This design comes from an exercise in tuning for small area on the open sky130 flow, not from production work.
The RTL was checked by simulation tests, not by an equivalence proof against the original design.

==> flow/design.v <==
`timescale 1ns / 1ps
module apadd #(parameter W = 13, parameter SUB = 0) (
    input  [W-1:0] A,
    input  [W-1:0] B,
    output [W-1:0] S,
    output C
);
    wire [W-1:0] Bp = SUB ? ~B : B;
    wire [W:2] c;
    assign c[2] = A[1];
    assign S[1:0] = Bp[1:0];
    genvar i;
    generate for (i = 2; i < W; i = i + 1) begin : g
        assign S[i] = A[i] ^ Bp[i] ^ c[i];
        assign c[i+1] = (A[i] & Bp[i]) | (A[i] & c[i]) | (Bp[i] & c[i]);
    end endgenerate
    assign C = c[W];
endmodule
module negw #(parameter W = 8) (
    input  [W-1:0] A,
    output [W-1:0] Y
);
    wire [W:0] c;
    assign c[0] = 1'b1;
    genvar i;
    generate for (i = 0; i < W; i = i + 1) begin : g
        assign Y[i] = ~A[i] ^ c[i];
        assign c[i+1] = ~A[i] & c[i];
    end endgenerate
endmodule
`timescale 1ns / 1ps
module DCT_app(
    input [7:0] x0, input [7:0] x1, input [7:0] x2, input [7:0] x3,
    input [7:0] x4, input [7:0] x5, input [7:0] x6, input [7:0] x7,
    output [74:0] row
);
  wire [8:0] a1_0;
  apadd #(.W(9), .SUB(0)) u_a1_0 (.A({{1{1'b0}}, x7}), .B({{1{1'b0}}, x0}), .S(a1_0), .C());
  wire [8:0] a1_1;
  apadd #(.W(9), .SUB(0)) u_a1_1 (.A({{1{1'b0}}, x6}), .B({{1{1'b0}}, x1}), .S(a1_1), .C());
  wire [8:0] a1_2;
  apadd #(.W(9), .SUB(0)) u_a1_2 (.A({{1{1'b0}}, x5}), .B({{1{1'b0}}, x2}), .S(a1_2), .C());
  wire [8:0] a1_3;
  apadd #(.W(9), .SUB(0)) u_a1_3 (.A({{1{1'b0}}, x4}), .B({{1{1'b0}}, x3}), .S(a1_3), .C());
  wire [8:0] a1_4;
  apadd #(.W(9), .SUB(1)) u_a1_4 (.A({{1{1'b0}}, x3}), .B({{1{1'b0}}, x4}), .S(a1_4), .C());
  wire [8:0] a1_5;
  apadd #(.W(9), .SUB(1)) u_a1_5 (.A({{1{1'b0}}, x2}), .B({{1{1'b0}}, x5}), .S(a1_5), .C());
  wire [8:0] a1_6;
  apadd #(.W(9), .SUB(1)) u_a1_6 (.A({{1{1'b0}}, x1}), .B({{1{1'b0}}, x6}), .S(a1_6), .C());
  wire [8:0] a1_7;
  apadd #(.W(9), .SUB(1)) u_a1_7 (.A({{1{1'b0}}, x0}), .B({{1{1'b0}}, x7}), .S(a1_7), .C());
  wire [9:0] a2_0;
  apadd #(.W(10), .SUB(0)) u_a2_0 (.A({{1{1'b0}}, a1_0}), .B({{1{1'b0}}, a1_3}), .S(a2_0), .C());
  wire [9:0] a2_1;
  apadd #(.W(10), .SUB(0)) u_a2_1 (.A({{1{1'b0}}, a1_1}), .B({{1{1'b0}}, a1_2}), .S(a2_1), .C());
  wire [9:0] a2_2;
  apadd #(.W(10), .SUB(1)) u_a2_2 (.A({{1{1'b0}}, a1_1}), .B({{1{1'b0}}, a1_2}), .S(a2_2), .C());
  wire [9:0] a2_3;
  apadd #(.W(10), .SUB(1)) u_a2_3 (.A({{1{1'b0}}, a1_0}), .B({{1{1'b0}}, a1_3}), .S(a2_3), .C());
  wire [9:0] a2_6;
  apadd #(.W(10), .SUB(0)) u_a2_6 (.A({{1{a1_6[8]}}, a1_6}), .B({{1{a1_7[8]}}, a1_7}), .S(a2_6), .C());
  wire [9:0] a2_7;
  apadd #(.W(10), .SUB(1)) u_a2_7 (.A({{1{a1_6[8]}}, a1_6}), .B({{1{a1_7[8]}}, a1_7}), .S(a2_7), .C());
  wire [10:0] a3_0;
  apadd #(.W(11), .SUB(0)) u_a3_0 (.A({{1{1'b0}}, a2_0}), .B({{1{1'b0}}, a2_1}), .S(a3_0), .C());
  wire [10:0] a3_1;
  apadd #(.W(11), .SUB(1)) u_a3_1 (.A({{1{1'b0}}, a2_0}), .B({{1{1'b0}}, a2_1}), .S(a3_1), .C());
  wire [10:0] n_7;
  negw #(.W(11)) u_n_7 (.A({{1{a2_7[9]}}, a2_7}), .Y(n_7));
  wire [10:0] n_2;
  negw #(.W(11)) u_n_2 (.A({{1{a2_2[9]}}, a2_2}), .Y(n_2));
  assign row = {n_2[10:2], n_7[10:2], a1_4[8:0], a3_1[10:3], a1_5[8:0], a2_3[9:0], a2_6[9:0], a3_0[10:0]};
endmodule
`timescale 1ns / 1ps
module DCT2_app(
    input [10:0] x0, input [10:0] x1, input [10:0] x2, input [10:0] x3,
    input [10:0] x4, input [10:0] x5, input [10:0] x6, input [10:0] x7,
    input col0,
    output [13:0] y0, output [13:0] y1, output [13:0] y2, output [13:0] y3,
    output [13:0] y4, output [13:0] y5, output [13:0] y6, output [13:0] y7
);
  wire [11:0] a1_0;
  apadd #(.W(12), .SUB(0)) u_a1_0 (.A({{1{x7[10]}}, x7}), .B({{1{x0[10]}}, x0}), .S(a1_0), .C());
  wire [11:0] a1_1;
  apadd #(.W(12), .SUB(0)) u_a1_1 (.A({{1{x6[10]}}, x6}), .B({{1{x1[10]}}, x1}), .S(a1_1), .C());
  wire [11:0] a1_2;
  apadd #(.W(12), .SUB(0)) u_a1_2 (.A({{1{x5[10]}}, x5}), .B({{1{x2[10]}}, x2}), .S(a1_2), .C());
  wire [11:0] a1_3;
  apadd #(.W(12), .SUB(0)) u_a1_3 (.A({{1{x4[10]}}, x4}), .B({{1{x3[10]}}, x3}), .S(a1_3), .C());
  wire [11:0] a1_4;
  apadd #(.W(12), .SUB(1)) u_a1_4 (.A({{1{x3[10]}}, x3}), .B({{1{x4[10]}}, x4}), .S(a1_4), .C());
  wire [11:0] a1_5;
  apadd #(.W(12), .SUB(1)) u_a1_5 (.A({{1{x2[10]}}, x2}), .B({{1{x5[10]}}, x5}), .S(a1_5), .C());
  wire [11:0] a1_6;
  apadd #(.W(12), .SUB(1)) u_a1_6 (.A({{1{x1[10]}}, x1}), .B({{1{x6[10]}}, x6}), .S(a1_6), .C());
  wire [11:0] a1_7;
  apadd #(.W(12), .SUB(1)) u_a1_7 (.A({{1{x0[10]}}, x0}), .B({{1{x7[10]}}, x7}), .S(a1_7), .C());
  wire [12:0] a2_0;
  apadd #(.W(13), .SUB(0)) u_a2_0 (.A({{1{a1_0[11]}}, a1_0}), .B({{1{a1_3[11]}}, a1_3}), .S(a2_0), .C());
  wire [12:0] a2_1;
  apadd #(.W(13), .SUB(0)) u_a2_1 (.A({{1{a1_1[11]}}, a1_1}), .B({{1{a1_2[11]}}, a1_2}), .S(a2_1), .C());
  wire [12:0] a2_2;
  apadd #(.W(13), .SUB(1)) u_a2_2 (.A({{1{a1_1[11]}}, a1_1}), .B({{1{a1_2[11]}}, a1_2}), .S(a2_2), .C());
  wire [12:0] a2_3;
  apadd #(.W(13), .SUB(1)) u_a2_3 (.A({{1{a1_0[11]}}, a1_0}), .B({{1{a1_3[11]}}, a1_3}), .S(a2_3), .C());
  wire [12:0] a2_6;
  apadd #(.W(13), .SUB(0)) u_a2_6 (.A({{1{a1_6[11]}}, a1_6}), .B({{1{a1_7[11]}}, a1_7}), .S(a2_6), .C());
  wire [12:0] a2_7;
  apadd #(.W(13), .SUB(1)) u_a2_7 (.A({{1{a1_6[11]}}, a1_6}), .B({{1{a1_7[11]}}, a1_7}), .S(a2_7), .C());
  wire [12:0] p0 = a2_0;
  wire [12:0] p1 = a2_1;
  wire [12:0] s0, s1; wire k0, k1;
  apadd #(.W(13), .SUB(0)) u_s0 (.A(p0), .B(p1), .S(s0), .C(k0));
  apadd #(.W(13), .SUB(1)) u_s1 (.A(p0), .B(p1), .S(s1), .C(k1));
  wire [13:0] n_7;
  negw #(.W(14)) u_n_7 (.A({{1{a2_7[12]}}, a2_7}), .Y(n_7));
  wire [13:0] n_2;
  negw #(.W(14)) u_n_2 (.A({{1{a2_2[12]}}, a2_2}), .Y(n_2));
  wire ci0 = s0[12] ^ p0[12] ^ p1[12];
  wire ci1 = s1[12] ^ p0[12] ^ ~p1[12];
  wire u0 = (~p0[12] & ~p1[12]) | (~p0[12] & ci0) | (~p1[12] & ci0);
  wire u1 = (~p0[12] & p1[12]) | (~p0[12] & ci1) | (p1[12] & ci1);
  assign y0 = {col0 ? u0 : (p0[12] ^ p1[12] ^ k0), s0};
  assign y4 = {col0 ? (u1 ^ (p1 != 13'h1000)) : (p0[12] ^ ~p1[12] ^ k1), s1};
  assign y1 = {{1{a2_6[12]}}, a2_6};
  assign y2 = {{1{a2_3[12]}}, a2_3};
  assign y3 = {{2{a1_5[11]}}, a1_5};
  assign y5 = {{2{a1_4[11]}}, a1_4};
  assign y6 = n_7;
  assign y7 = n_2;
endmodule
`timescale 1ns / 1ps
module dct_ram(
    input clk,
    input we,
    input [74:0] din,
    input [7:0] col,
    input [2:0] addr,
    output [10:0] c0, output [10:0] c1, output [10:0] c2, output [10:0] c3,
    output [10:0] c4, output [10:0] c5, output [10:0] c6, output [10:0] c7
);
  reg [74:0] st0, st1, st2, st3, st4, st5, st6, st7;
  always @(posedge clk) begin
    st0 <= we ? din : st7;
    st1 <= st0;
    st2 <= st1;
    st3 <= st2;
    st4 <= st3;
    st5 <= st4;
    st6 <= st5;
    st7 <= st6;
  end
  assign c0 =
      ({11{col[0]}} & {~st0[10], st0[9], st0[8], st0[7], st0[6], st0[5], st0[4], st0[3], st0[2], st0[1], st0[0]})
    | ({11{col[1]}} & {st1[20], st1[20], st1[19], st1[18], st1[17], st1[16], st1[15], st1[14], st1[13], st1[12], st1[11]})
    | ({11{col[2]}} & {st2[30], st2[30], st2[29], st2[28], st2[27], st2[26], st2[25], st2[24], st2[23], st2[22], st2[21]})
    | ({11{col[3]}} & {st3[39], st3[39], st3[39], st3[38], st3[37], st3[36], st3[35], st3[34], st3[33], st3[32], st3[31]})
    | ({11{col[4]}} & {st4[47], st4[46], st4[45], st4[44], st4[43], st4[42], st4[41], st4[40], ~st4[2], ~st4[1], ~st4[0]})
    | ({11{col[5]}} & {st5[56], st5[56], st5[56], st5[55], st5[54], st5[53], st5[52], st5[51], st5[50], st5[49], st5[48]})
    | ({11{col[6]}} & {st6[65], st6[64], st6[63], st6[62], st6[61], st6[60], st6[59], st6[58], st6[57], (st6[12] ^ st6[11]), ~st6[11]})
    | ({11{col[7]}} & {st7[74], st7[73], st7[72], st7[71], st7[70], st7[69], st7[68], st7[67], st7[66], (st7[1] ^ st7[0]), ~st7[0]});
  assign c1 =
      ({11{col[0]}} & {~st7[10], st7[9], st7[8], st7[7], st7[6], st7[5], st7[4], st7[3], st7[2], st7[1], st7[0]})
    | ({11{col[1]}} & {st0[20], st0[20], st0[19], st0[18], st0[17], st0[16], st0[15], st0[14], st0[13], st0[12], st0[11]})
    | ({11{col[2]}} & {st1[30], st1[30], st1[29], st1[28], st1[27], st1[26], st1[25], st1[24], st1[23], st1[22], st1[21]})
    | ({11{col[3]}} & {st2[39], st2[39], st2[39], st2[38], st2[37], st2[36], st2[35], st2[34], st2[33], st2[32], st2[31]})
    | ({11{col[4]}} & {st3[47], st3[46], st3[45], st3[44], st3[43], st3[42], st3[41], st3[40], ~st3[2], ~st3[1], ~st3[0]})
    | ({11{col[5]}} & {st4[56], st4[56], st4[56], st4[55], st4[54], st4[53], st4[52], st4[51], st4[50], st4[49], st4[48]})
    | ({11{col[6]}} & {st5[65], st5[64], st5[63], st5[62], st5[61], st5[60], st5[59], st5[58], st5[57], (st5[12] ^ st5[11]), ~st5[11]})
    | ({11{col[7]}} & {st6[74], st6[73], st6[72], st6[71], st6[70], st6[69], st6[68], st6[67], st6[66], (st6[1] ^ st6[0]), ~st6[0]});
  assign c2 =
      ({11{col[0]}} & {~st6[10], st6[9], st6[8], st6[7], st6[6], st6[5], st6[4], st6[3], st6[2], st6[1], st6[0]})
    | ({11{col[1]}} & {st7[20], st7[20], st7[19], st7[18], st7[17], st7[16], st7[15], st7[14], st7[13], st7[12], st7[11]})
    | ({11{col[2]}} & {st0[30], st0[30], st0[29], st0[28], st0[27], st0[26], st0[25], st0[24], st0[23], st0[22], st0[21]})
    | ({11{col[3]}} & {st1[39], st1[39], st1[39], st1[38], st1[37], st1[36], st1[35], st1[34], st1[33], st1[32], st1[31]})
    | ({11{col[4]}} & {st2[47], st2[46], st2[45], st2[44], st2[43], st2[42], st2[41], st2[40], ~st2[2], ~st2[1], ~st2[0]})
    | ({11{col[5]}} & {st3[56], st3[56], st3[56], st3[55], st3[54], st3[53], st3[52], st3[51], st3[50], st3[49], st3[48]})
    | ({11{col[6]}} & {st4[65], st4[64], st4[63], st4[62], st4[61], st4[60], st4[59], st4[58], st4[57], (st4[12] ^ st4[11]), ~st4[11]})
    | ({11{col[7]}} & {st5[74], st5[73], st5[72], st5[71], st5[70], st5[69], st5[68], st5[67], st5[66], (st5[1] ^ st5[0]), ~st5[0]});
  assign c3 =
      ({11{col[0]}} & {~st5[10], st5[9], st5[8], st5[7], st5[6], st5[5], st5[4], st5[3], st5[2], st5[1], st5[0]})
    | ({11{col[1]}} & {st6[20], st6[20], st6[19], st6[18], st6[17], st6[16], st6[15], st6[14], st6[13], st6[12], st6[11]})
    | ({11{col[2]}} & {st7[30], st7[30], st7[29], st7[28], st7[27], st7[26], st7[25], st7[24], st7[23], st7[22], st7[21]})
    | ({11{col[3]}} & {st0[39], st0[39], st0[39], st0[38], st0[37], st0[36], st0[35], st0[34], st0[33], st0[32], st0[31]})
    | ({11{col[4]}} & {st1[47], st1[46], st1[45], st1[44], st1[43], st1[42], st1[41], st1[40], ~st1[2], ~st1[1], ~st1[0]})
    | ({11{col[5]}} & {st2[56], st2[56], st2[56], st2[55], st2[54], st2[53], st2[52], st2[51], st2[50], st2[49], st2[48]})
    | ({11{col[6]}} & {st3[65], st3[64], st3[63], st3[62], st3[61], st3[60], st3[59], st3[58], st3[57], (st3[12] ^ st3[11]), ~st3[11]})
    | ({11{col[7]}} & {st4[74], st4[73], st4[72], st4[71], st4[70], st4[69], st4[68], st4[67], st4[66], (st4[1] ^ st4[0]), ~st4[0]});
  assign c4 =
      ({11{col[0]}} & {~st4[10], st4[9], st4[8], st4[7], st4[6], st4[5], st4[4], st4[3], st4[2], st4[1], st4[0]})
    | ({11{col[1]}} & {st5[20], st5[20], st5[19], st5[18], st5[17], st5[16], st5[15], st5[14], st5[13], st5[12], st5[11]})
    | ({11{col[2]}} & {st6[30], st6[30], st6[29], st6[28], st6[27], st6[26], st6[25], st6[24], st6[23], st6[22], st6[21]})
    | ({11{col[3]}} & {st7[39], st7[39], st7[39], st7[38], st7[37], st7[36], st7[35], st7[34], st7[33], st7[32], st7[31]})
    | ({11{col[4]}} & {st0[47], st0[46], st0[45], st0[44], st0[43], st0[42], st0[41], st0[40], ~st0[2], ~st0[1], ~st0[0]})
    | ({11{col[5]}} & {st1[56], st1[56], st1[56], st1[55], st1[54], st1[53], st1[52], st1[51], st1[50], st1[49], st1[48]})
    | ({11{col[6]}} & {st2[65], st2[64], st2[63], st2[62], st2[61], st2[60], st2[59], st2[58], st2[57], (st2[12] ^ st2[11]), ~st2[11]})
    | ({11{col[7]}} & {st3[74], st3[73], st3[72], st3[71], st3[70], st3[69], st3[68], st3[67], st3[66], (st3[1] ^ st3[0]), ~st3[0]});
  assign c5 =
      ({11{col[0]}} & {~st3[10], st3[9], st3[8], st3[7], st3[6], st3[5], st3[4], st3[3], st3[2], st3[1], st3[0]})
    | ({11{col[1]}} & {st4[20], st4[20], st4[19], st4[18], st4[17], st4[16], st4[15], st4[14], st4[13], st4[12], st4[11]})
    | ({11{col[2]}} & {st5[30], st5[30], st5[29], st5[28], st5[27], st5[26], st5[25], st5[24], st5[23], st5[22], st5[21]})
    | ({11{col[3]}} & {st6[39], st6[39], st6[39], st6[38], st6[37], st6[36], st6[35], st6[34], st6[33], st6[32], st6[31]})
    | ({11{col[4]}} & {st7[47], st7[46], st7[45], st7[44], st7[43], st7[42], st7[41], st7[40], ~st7[2], ~st7[1], ~st7[0]})
    | ({11{col[5]}} & {st0[56], st0[56], st0[56], st0[55], st0[54], st0[53], st0[52], st0[51], st0[50], st0[49], st0[48]})
    | ({11{col[6]}} & {st1[65], st1[64], st1[63], st1[62], st1[61], st1[60], st1[59], st1[58], st1[57], (st1[12] ^ st1[11]), ~st1[11]})
    | ({11{col[7]}} & {st2[74], st2[73], st2[72], st2[71], st2[70], st2[69], st2[68], st2[67], st2[66], (st2[1] ^ st2[0]), ~st2[0]});
  assign c6 =
      ({11{col[0]}} & {~st2[10], st2[9], st2[8], st2[7], st2[6], st2[5], st2[4], st2[3], st2[2], st2[1], st2[0]})
    | ({11{col[1]}} & {st3[20], st3[20], st3[19], st3[18], st3[17], st3[16], st3[15], st3[14], st3[13], st3[12], st3[11]})
    | ({11{col[2]}} & {st4[30], st4[30], st4[29], st4[28], st4[27], st4[26], st4[25], st4[24], st4[23], st4[22], st4[21]})
    | ({11{col[3]}} & {st5[39], st5[39], st5[39], st5[38], st5[37], st5[36], st5[35], st5[34], st5[33], st5[32], st5[31]})
    | ({11{col[4]}} & {st6[47], st6[46], st6[45], st6[44], st6[43], st6[42], st6[41], st6[40], ~st6[2], ~st6[1], ~st6[0]})
    | ({11{col[5]}} & {st7[56], st7[56], st7[56], st7[55], st7[54], st7[53], st7[52], st7[51], st7[50], st7[49], st7[48]})
    | ({11{col[6]}} & {st0[65], st0[64], st0[63], st0[62], st0[61], st0[60], st0[59], st0[58], st0[57], (st0[12] ^ st0[11]), ~st0[11]})
    | ({11{col[7]}} & {st1[74], st1[73], st1[72], st1[71], st1[70], st1[69], st1[68], st1[67], st1[66], (st1[1] ^ st1[0]), ~st1[0]});
  assign c7 =
      ({11{col[0]}} & {~st1[10], st1[9], st1[8], st1[7], st1[6], st1[5], st1[4], st1[3], st1[2], st1[1], st1[0]})
    | ({11{col[1]}} & {st2[20], st2[20], st2[19], st2[18], st2[17], st2[16], st2[15], st2[14], st2[13], st2[12], st2[11]})
    | ({11{col[2]}} & {st3[30], st3[30], st3[29], st3[28], st3[27], st3[26], st3[25], st3[24], st3[23], st3[22], st3[21]})
    | ({11{col[3]}} & {st4[39], st4[39], st4[39], st4[38], st4[37], st4[36], st4[35], st4[34], st4[33], st4[32], st4[31]})
    | ({11{col[4]}} & {st5[47], st5[46], st5[45], st5[44], st5[43], st5[42], st5[41], st5[40], ~st5[2], ~st5[1], ~st5[0]})
    | ({11{col[5]}} & {st6[56], st6[56], st6[56], st6[55], st6[54], st6[53], st6[52], st6[51], st6[50], st6[49], st6[48]})
    | ({11{col[6]}} & {st7[65], st7[64], st7[63], st7[62], st7[61], st7[60], st7[59], st7[58], st7[57], (st7[12] ^ st7[11]), ~st7[11]})
    | ({11{col[7]}} & {st0[74], st0[73], st0[72], st0[71], st0[70], st0[69], st0[68], st0[67], st0[66], (st0[1] ^ st0[0]), ~st0[0]});
endmodule
`timescale 1ns / 1ps
module dct_top(
	 input [7:0]x0,
	 input [7:0]x1,
	 input [7:0]x2,
	 input [7:0]x3,
	 input [7:0]x4,
	 input [7:0]x5,
	 input [7:0]x6,
	 input [7:0]x7,
	 input en,
	 input clk,
	 input rst,
	 output [13:0]y0,
	 output [13:0]y1,
	 output [13:0]y2,
	 output [13:0]y3,
	 output [13:0]y4,
	 output [13:0]y5,
	 output [13:0]y6,
	 output [13:0]y7
    );
	reg [7:0]addr;
	wire [74:0] row;
	wire [10:0] c0, c1, c2, c3, c4, c5, c6, c7;
	wire [7:0] col = {addr[0], addr[7:1]};
	DCT_app dct1(x0,x1,x2,x3,x4,x5,x6,x7,row);
	dct_ram dctRAM(clk,en,row,col,3'd0,c0,c1,c2,c3,c4,c5,c6,c7);
	DCT2_app dct2(c0,c1,c2,c3,c4,c5,c6,c7,col[0],y0,y1,y2,y3,y4,y5,y6,y7);
	always@(posedge clk) begin
		if (rst) addr <= 8'd1;
		else addr <= {addr[6:0], addr[7]};
	end
endmodule
==> flow/flow/run.sh <==
#!/bin/bash
# Standard ORFS layout (the standard.sh, unchanged synthesis), with two changes:
#  - port buffers use the smallest buffer cell (buf_1) instead of the default choice;
#  - clock tree: larger sink clusters and no dummy loads, so fewer clock buffers.
set -euo pipefail
bash standard.sh \
  BUFFER_PORTS_ARGS="-buffer_cell sky130_fd_sc_hd__buf_1" \
  CTS_ARGS="-sink_clustering_enable -repair_clock_nets -dont_use_dummy_load -sink_clustering_size 25 -sink_clustering_max_diameter 80" \
  finish > standard_make.log 2>&1
==> flow/standard.sh <==
#!/bin/bash
# synth_recipe.tcl (not shown) runs the flow's synth.tcl, then flattens the netlist and writes it again
# the make line also repeats each setting of config.mk as NAME=value (left out here)
make -C /OpenROAD-flow-scripts/flow DESIGN_CONFIG=/design/flow/config.mk WORK_HOME=/design/flow/orfs CLKGATE_MAP_FILE= SYNTH_SCRIPT=/design/flow/synth_recipe.tcl "${@:-finish}"
==> flow/config.mk <==
export PLATFORM = sky130hd
export DESIGN_NAME = dct_top
export DESIGN_NICKNAME = dct_top
export VERILOG_FILES = /design/flow/design.v
export SDC_FILE = /design/flow/constraint.sdc
export NUM_CORES = 4
export LEC_CHECK = 0
export CAP_MARGIN = 20
export CORE_MARGIN = 2
export CORE_UTILIZATION = 40
export SLEW_MARGIN = 20
==> flow/constraint.sdc <==
create_clock -name core_clock -period 12.0 [get_ports {clk}]
set_input_delay 2.4000 -clock core_clock [delete_from_list [all_inputs] [get_ports {clk}]]
set_output_delay 2.4000 -clock core_clock [all_outputs]
set_load 0.01 [all_outputs]
==> results.json <==
{
  "crit_start": "addr[5]",
  "multi_input_area_um2": 10610,
  "synthArstFlopShare_pct": 0,
  "grt_max_degree": 59,
  "insertion_delay_ns": 0.59,
  "worstSetupEndpoint": "y4[13]",
  "hpwl_um": 50650,
  "cts_buffer_depth": 3,
  "synth_top_cell_by_area": "dfxtp_1",
  "gp_congestion": 0.8767,
  "path_class": "reg2out",
  "final_nets": 2495,
  "cp_max_fo": 13,
  "r2r-start": "addr[0]",
  "placementRows": 90,
  "antenna_found_initial": 3,
  "start_util_pct": 40.34,
  "tns_ns": 0,
  "yosysWarnings": 2,
  "wl_per_cell_um": 22.31,
  "grtUsageTotal_pct": 20.67,
  "hold_path.class": "reg2reg",
  "finalHoldViolations": 0,
  "finalCritPeriodShare_pct": 94.68,
  "drv_cap": 0,
  "tightest_slew_ns": 0.9591,
  "dieArea_um2": 62750,
  "grt_overflow_total": 0,
  "num_antenna_cells": 0,
  "setup_ws_ns": 0.6388,
  "ys_seq_area_share_pct": 50.08,
  "crit_arrival_ns": 8.96,
  "dpl_worst_slack_ns": 1.123,
  "numPlacedInstances": 2879,
  "routed_wl_um": 64950,
  "dr.pass1.iters": 7,
  "root_buffer": "clkbuf_16",
  "fp.dieW_um": 250.5,
  "synth_edf_count": 0,
  "max_stage_delay_ns": 0.58,
  "yosysTopAreaCellShare_pct": 50.08,
  "cts_tree": "done",
  "utilization_pct": 43.84,
  "vias": 15080,
  "numCtsBuffers": 29,
  "drc_errors": 0,
  "hold_buffers": 0,
  "drive_above_1_share_pct": 5.496,
  "path_clk_slew_ns": 0.09,
  "syn-cell-area_um2": 24300,
  "fin_crit_ns": 11.36,
  "port_buffers": 175,
  "coreArea_um2": 60250,
  "ant_nets": 0,
  "worstPathRequired_ns": 9.60,
  "rsz0062_at_grt": "false",
  "clock_sinks": 608,
  "critPathCaptureType": "output port",
  "grt_pass1_vias": 16050,
  "reg2reg_to": "addr[1]",
  "synth.area.top_cells": "dfxtp_1, fa_1, a22oi_1",
  "seq_area_um2": 12180,
  "reg2regPathDepth": 2,
  "syn_inst": 2003,
  "io_pins": 179,
  "cpMaxStageDelayCell": "dfxtp_2",
  "fin_worst_skew_ns": 0.05256,
  "slew_violations": 0,
  "grt_first_pass_wirelength_um": 97870,
  "ff2ff_setup_slack_ns": 10.20,
  "viasPerCell": 5.180,
  "synthFlopType": "dfxtp_1",
  "setup_viol": 0,
  "instances_no_fill": 2911,
  "synth_commonest_cells": "dfxtp_1, inv_1, a22oi_1, fa_1",
  "die_y_um": 250.5,
  "syn2layout_area_growth_pct": 8.665,
  "status": "finished clean",
  "cp-start-kind": "flip-flop",
  "drt-initial-drc-count": 1023,
  "slew_headroom_pct": 36.06,
  "htreeDepth": 1,
  "ys_ff_latch": 608,
  "syn_area_per_cell_um2": 12.13,
  "crit_top_cell": "fa_1",
  "synth_cell_types": 62,
  "post-synth-top-count-cell": "dfxtp_1",
  "fmax_mhz": 88.02,
  "fill_cells": 5579,
  "syn-num-nets": 2367
}
## placed cells by master (no fill, tap or decap), drive strengths merged, types with 7 or more instances in the layout
master	synthesis	final
fa	234	234
a22oi	258	258
inv	298	297
o21ai	15	15
mux2	39	39
a2bb2oi	12	12
nor2b	8	8
dfxtp	608	608
and3	17	17
and4	34	34
a221oi	27	27
ha	63	63
nor2	44	44
nand3	19	19
nand4	17	17
nand2	42	42
buf	31	190
maj3	7	7
xor2	26	26
xnor2	35	35
clkbuf	64	30
a21oi	50	50
## stage by stage
stage          area [µm²]  hold slack (ns)
5_1_grt             26410           0.3105
6_report            26410           0.3112
4_1_cts             26390           0.3058
3_5_place_dp        25660           0.3121
2_1_floorplan       24300           0.3096
3_3_place_gp        25660           0.3136
## what timing repair did
item | CTS | global route
buffers inserted | 0 | 2
gates resized for setup | 0 | 1
setup endpoints to repair | 0 | 1
## kinds of logic after synthesis
| group | Yosys count | share of synthesized area (%) |
|---|---|---|
| AOI/OAI and AO/OA | 393 | 12.00 |
| DFF | 608 | 50.08 |
| buffers and inverters | 394 | 6.255 |
| adders and majority gates | 304 | 22.83 |
| and+or+nand+nor | 198 | 4.556 |
| xor gates and xnor gates | 61 | 2.229 |
| muxes | 45 | 2.054 |
## state kept, by name, indices dropped and copies added, names as in the netlist
signal / flops
addr: 8
dctRAM.st0: 75
dctRAM.st1: 75
dctRAM.st2: 75
dctRAM.st3: 75
dctRAM.st4: 75
dctRAM.st5: 75
dctRAM.st6: 75
dctRAM.st7: 75
## worst min path at each step
| stage | startpoint | end | slack (ns) | cells past startpoint |
|---|---|---|---|---|
| 2_1_floorplan | dctRAM.st1[21] | dctRAM.st2[21] | 0.31 | 0 |
| 3_3_place_gp | dctRAM.st3[31] | dctRAM.st4[31] | 0.31 | 0 |
| 3_5_place_dp | dctRAM.st5[31] | dctRAM.st6[31] | 0.31 | 0 |
| 4_1_cts | dctRAM.st1[71] | dctRAM.st2[71] | 0.31 | 0 |
| 5_1_grt | dctRAM.st1[71] | dctRAM.st2[71] | 0.31 | 0 |
| 6_report | dctRAM.st1[71] | dctRAM.st2[71] | 0.31 | 0 |
## worst max-delay path: cells and delay by family (launching register included)
kind / cells / cell delay (ns)
flops: 1 / 0.58
fa+ha+maj: 11 / 4.48
compound gates: 7 / 1.42
simple gates: 5 / 0.83
xor+xnor: 2 / 0.38
buf+inv: 5 / 0.67
## area by class of cell
class                      count  area share, %
sequential                   608          46.13
multi-input combinational   1001          40.18
inverter                     299          4.264
tap                          782          3.705
timing repair buffer         191          2.956
clock buffer                  29          2.748
timing repair inverter         1        0.01895
## per-layer routing
layer  vias up  part of all wire, %  track usage [%]
met5         -                0.045                0
met4         6                  2.2            4.397
met2       387                   50            36.48
li1       6935                    -                -
met3        74                  4.8            2.775
met1      7677                   43            27.06

[port drivers added, routing unchanged]
In the flow no input, the clock included, has a driving cell. The finished layout below was timed again as built, in two steps. Step 1 (the two cells are an assumption about what drives the block):
set clk [get_ports {clk}]
set_driving_cell -lib_cell sky130_fd_sc_hd__clkbuf_16 $clk
set_driving_cell -lib_cell sky130_fd_sc_hd__buf_2 [delete_from_list [all_inputs] $clk]
Step 2 moves the port delays by t, midway between the first and last clock arrival at a register: inputs arrive t later, outputs are due t later. That takes back most of the time a late clock gives input paths. a / b / c = ideal ports / drivers / drivers and shift; a / b = the first two.
shift t [ns]: 0.621
setup slack, ns: 0.639 / 0.581 / 1.202
worst setup path after step 2: register to output
worst data-port slew with drivers (ns): 0.07
After both steps this run still meets setup and hold. The setup slack of this run moves by -0.058 ns with the drivers and by +0.563 ns with both steps.
